From an optimization exercise on the open Yosys and OpenROAD flow, aimed at small area and a short achievable clock period; shortcuts taken in it are not production practice. At most, simulation tests tie the RTL to the original design; equivalence was not proved. Power figures rest on the tool's default switching activity, not on a simulated workload.

// FPU_top
module FPU_top  #(
    parameter NUM_OP    = 1
)(
    input logic                 i_clk           ,
    input logic                 i_rst_n         ,
    input logic [NUM_OP-1:0]    i_add_sub       ,
    input logic [31:0]          i_32_a          ,
    input logic [31:0]          i_32_b          ,
    output logic [31:0]         o_32_s          ,
    output logic                o_ov_flag       ,
    output logic                o_un_flag
);
export LEC_CHECK = 0
export ABC_AREA = 1
export CAP_MARGIN = 20
export CORE_MARGIN = 2
export CORE_UTILIZATION = 40
export CTS_BUF_LIST = sky130_fd_sc_hd__clkbuf_4 sky130_fd_sc_hd__clkbuf_8
export PLACE_DENSITY = 0.6
export SLEW_MARGIN = 20
create_clock -name core_clock -period 15.0 [get_ports {i_clk}]
standard.sh (not shown) runs the stock make flow with config.mk's settings and CLKGATE_MAP_FILE= SYNTH_SCRIPT=/design/flow/synth_recipe.tcl, a recipe that flattens the netlist after the stock synthesis.
==> flow/flow/run.sh <==
#!/bin/bash
set -euo pipefail
bash standard.sh SETUP_SLACK_MARGIN=9.3 "BUFFER_PORTS_ARGS=-buffer_cell sky130_fd_sc_hd__buf_2" finish > standard_flow.log 2>&1
The baseline finished with timing, DRC and antenna clean.
Change:
==> flow/flow/run.sh (replaced) <==
#!/bin/bash
set -euo pipefail
bash standard.sh SETUP_SLACK_MARGIN=9.9 "BUFFER_PORTS_ARGS=-buffer_cell sky130_fd_sc_hd__buf_2" finish > standard_flow.log 2>&1
- CTS_BUF_LIST: sky130_fd_sc_hd__clkbuf_4 sky130_fd_sc_hd__clkbuf_8 -> unset
Outcome: The changed run went through all stages and came out clean. Global-route usage rises by 1.3 points. Setup slack gets worse by 160 ps. Cell area is higher by about a fifth. Total power rose by about a fifth. Combinational power grows by about a fifth. Fmax falls by a few percent.
Change:
==> flow/flow/run.sh (replaced) <==
#!/bin/bash
set -euo pipefail
bash standard.sh SETUP_SLACK_MARGIN=9.3 "BUFFER_PORTS_ARGS=-buffer_cell sky130_fd_sc_hd__buf_1" finish > standard_flow.log 2>&1
Outcome: Utilization came out lower by 6.6 points; setup slack gains 160 ps; via count goes down by 4.4%; global-route usage drops by 1.4 points.


Setup of lane 1:
Another version of the RTL of FPU_top (not shown whole).
For scale: about 110 flip-flops, roughly 13,000 µm² of cells after synthesis.
Settings: LEC_CHECK=0, ABC_AREA=1, CAP_MARGIN=20, CORE_MARGIN=2, CORE_UTILIZATION=40, PLACE_DENSITY=0.6, SLEW_MARGIN=20; clock period 15.0 ns.
==> flow/flow/run.sh <==
#!/bin/bash
set -euo pipefail
bash standard.sh SETUP_SLACK_MARGIN=10 "BUFFER_PORTS_ARGS=-buffer_cell sky130_fd_sc_hd__buf_2" finish > standard_flow.log 2>&1
Lane 1: flow completed, timing, DRC and antenna clean
Input changes introduced in lane 2 (baseline for comparison: lane 1):
==> flow/flow/run.sh <==
#!/bin/bash
set -euo pipefail
bash standard.sh SETUP_SLACK_MARGIN=9.8 "BUFFER_PORTS_ARGS=-buffer_cell sky130_fd_sc_hd__buf_2" finish > standard_flow.log 2>&1
Notes after the runs:
- When lane 2 is measured against lane 1, its area share of buffers outside the clock network turns out 1.4 points lower.
- [lane 2 vs lane 1] number of logic stages on the critical path including buffering: higher in lane 2
- Worst-case headroom to the max-slew limit (higher): lane 1
- Of lane 1 and lane 2, lane 2 shows the lower global-route track usage on met3, with lane 1 above it.
- Lane 1 has a lower sequential share of layout area than lane 2.
- Lane 2 has via count of the first global-routing pass below what lane 1 had.
No run of this note included a check of the RTL's function; only the layout flow was run.


FPU_top with an RTL version that a note above also has.
Size: about 100 flip-flops, ~100 I/O pins, roughly 0.013 mm2 of cells after synthesis.
export LEC_CHECK = 0
export ABC_AREA = 1
export CAP_MARGIN = 20
export CORE_MARGIN = 2
export CORE_UTILIZATION = 40
export PLACE_DENSITY = 0.6
export SLEW_MARGIN = 20
create_clock -name core_clock -period 15.0 [get_ports {i_clk}]
==> flow/flow/run.sh <==
#!/bin/bash
set -euo pipefail
bash standard.sh SETUP_SLACK_MARGIN=9.3 SETUP_MOVE_SEQUENCE=unbuffer,sizeup,swap,clone,split "BUFFER_PORTS_ARGS=-buffer_cell sky130_fd_sc_hd__buf_2" finish > standard_flow.log 2>&1
The baseline finished clean.
Then changed:
==> flow/flow/run.sh (replaced) <==
#!/bin/bash
set -euo pipefail
bash standard.sh SETUP_SLACK_MARGIN=9.4 "BUFFER_PORTS_ARGS=-buffer_cell sky130_fd_sc_hd__buf_2" finish > standard_flow.log 2>&1
The new run finished clean. Final area climbs by 1.7%. Critical path depth does not change. Clock-buffer cell count does not change. Setup slack gains 0.048 ns. Sequential share of layout area drops by 0.29 points. Global-route usage barely changes. Power climbs by 1.4%. Synthesized area does not change. Hold slack hardly moves. Cell count climbs by 1.1%. Wire length climbs by 0.88%.
Then changed:
==> flow/flow/run.sh (replaced) <==
#!/bin/bash
set -euo pipefail
bash standard.sh SETUP_SLACK_MARGIN=9 "BUFFER_PORTS_ARGS=-buffer_cell sky130_fd_sc_hd__buf_2" finish > standard_flow.log 2>&1
What happened: The new run completed with no timing, DRC or antenna violations; total power shrinks by a few percent; worst setup slack loses 0.21 ns; sequential power barely changes; wire length went down slightly; global-route usage fell by 0.23 points; utilization goes down by 1.1 points; sequential share of layout area rose by 0.36 points.


FPU_top, a different RTL version from the one above (not shown whole).
Size in the first run: about 2,300 cells after synthesis, about 13,000 µm² of cells after synthesis.
==> flow/config.mk <==
export PLATFORM = sky130hd
export DESIGN_NAME = FPU_top
export DESIGN_NICKNAME = FPU_top
export VERILOG_FILES = /design/flow/design.v
export SDC_FILE = /design/flow/constraint.sdc
export NUM_CORES = 4
export LEC_CHECK = 0
export ABC_AREA = 1
export CAP_MARGIN = 20
export CORE_MARGIN = 2
export CORE_UTILIZATION = 40
export PLACE_DENSITY = 0.6
export SLEW_MARGIN = 20
==> flow/constraint.sdc <==
create_clock -name core_clock -period 15.0 [get_ports {i_clk}]
set_input_delay 3.0000 -clock core_clock [delete_from_list [all_inputs] [get_ports {i_clk}]]
set_output_delay 3.0000 -clock core_clock [all_outputs]
set_load 0.01 [all_outputs]
==> flow/flow/run.sh <==
#!/bin/bash
set -euo pipefail
bash standard.sh SETUP_SLACK_MARGIN=9 "BUFFER_PORTS_ARGS=-buffer_cell sky130_fd_sc_hd__buf_2" finish > standard_flow.log 2>&1
The starting point passed the timing, DRC and antenna checks.
Next try:
==> flow/flow/run.sh (replaced) <==
#!/bin/bash
# The standard layout (standard.sh), with three changes to how it is made:
#  - synthesis maps the logic with an area-oriented abc script
#    (flow/abc_map.script); the rest of synth_recipe.tcl is unchanged;
#  - timing repair aims further below the clock period than the 5 ns
#    SETUP_SLACK_MARGIN allows in config.mk;
#  - the port buffers are plain buffers rather than delay cells.
set -euo pipefail
W=$PWD
export FLOW_ABC_SCRIPT=$W/flow/abc_map.script
export FLOW_STD_SYNTH=$W/synth_recipe.tcl
bash standard.sh SYNTH_SCRIPT=$W/flow/synth_abc.tcl SETUP_SLACK_MARGIN=9 \
  "BUFFER_PORTS_ARGS=-buffer_cell sky130_fd_sc_hd__buf_2" finish > standard_flow.log 2>&1
==> flow/flow/abc_map.script (new file) <==
strash
dch
amap
topo
==> flow/flow/synth_abc.tcl (new file) <==
# The standard synthesis (synth_recipe.tcl, unchanged), with only the
# script that abc maps the logic with replaced by flow/abc_map.script.
proc abc {args} {
  set i [lsearch -exact $args -script]
  if { $i >= 0 } {
    lset args [expr { $i + 1 }] $::env(FLOW_ABC_SCRIPT)
  }
  puts "abc (flow/abc_map.script): $args"
  yosys abc {*}$args
}
source $::env(FLOW_STD_SYNTH)
Clock power hardly moves.
Cell area decreases by 2.4%.
Routed wire length shrinks by 13%.
Global-route usage is higher by 0.74 points.
First-iteration DRC count rises by 4.8%.
Cell count fell by 25%.
Via count went down by 12%.
Synthesized cell count shrinks by 32%.
No run of this note included a check of the RTL's function; only the layout flow was run.

==> separate check: timing with driven ports <==
The flow's constraints put no driver on any port. The routed layouts listed below were extracted and timed again, unchanged, in two steps. Step 1 (the two cells are an assumption about what drives the block):
set clk [get_ports {i_clk}]
set_driving_cell -lib_cell sky130_fd_sc_hd__clkbuf_16 $clk
set_driving_cell -lib_cell sky130_fd_sc_hd__buf_2 [delete_from_list [all_inputs] $clk]
Step 2 adds t to the input delays and takes it off the output delays; t is the mean of the earliest and latest rising clock arrival at the registers after step 1. Input paths then give back, and output paths get back, about the clock's delay inside the block. Three values: ideal ports, drivers, drivers and shift; two values: the first two.
| run | t, ns | setup WS [ns] | hold WS [ns] | worst data-port slew with drivers (ns) |
|---|---|---|---|---|
| the first run of note 1 | 0.442 | 9.418 / 9.373 / 9.311 | 0.335 / 0.335 / 0.335 | 0.05 |
| the second run of note 1 | 0.412 | 9.255 / 9.205 / 9.617 | 0.333 / 0.333 / 0.333 | 0.04 |
| the third run of note 1 | 0.411 | 9.418 / 9.370 / 9.253 | 0.328 / 0.328 / 0.328 | 0.05 |
| lane 1 | 0.420 | 9.993 / 9.943 / 9.775 | 0.376 / 0.376 / 0.376 | 0.04 |
| lane 2 | 0.420 | 9.976 / 9.926 / 9.645 | 0.377 / 0.377 / 0.377 | 0.04 |
| the first run of note 3 | 0.416 | 9.396 / 9.347 / 9.286 | 0.329 / 0.329 / 0.329 | 0.05 |
| the second run of note 3 | 0.415 | 9.443 / 9.394 / 9.465 | 0.329 / 0.329 / 0.329 | 0.05 |
| the third run of note 3 | 0.414 | 9.232 / 9.183 / 9.251 | 0.329 / 0.329 / 0.329 | 0.05 |
| the first run of note 4 | 0.420 | 8.802 / 8.749 / 9.118 | 0.335 / 0.335 / 0.335 | 0.04 |
| the second run of note 4 | 0.410 | 8.532 / 8.532 / 8.532 | 0.330 / 0.330 / 0.330 | 0.03 |
After both steps every run listed still meets setup and hold. The setup slack of lane 2, which loses most, moves by -0.050 ns with the drivers and by -0.331 ns with both steps.
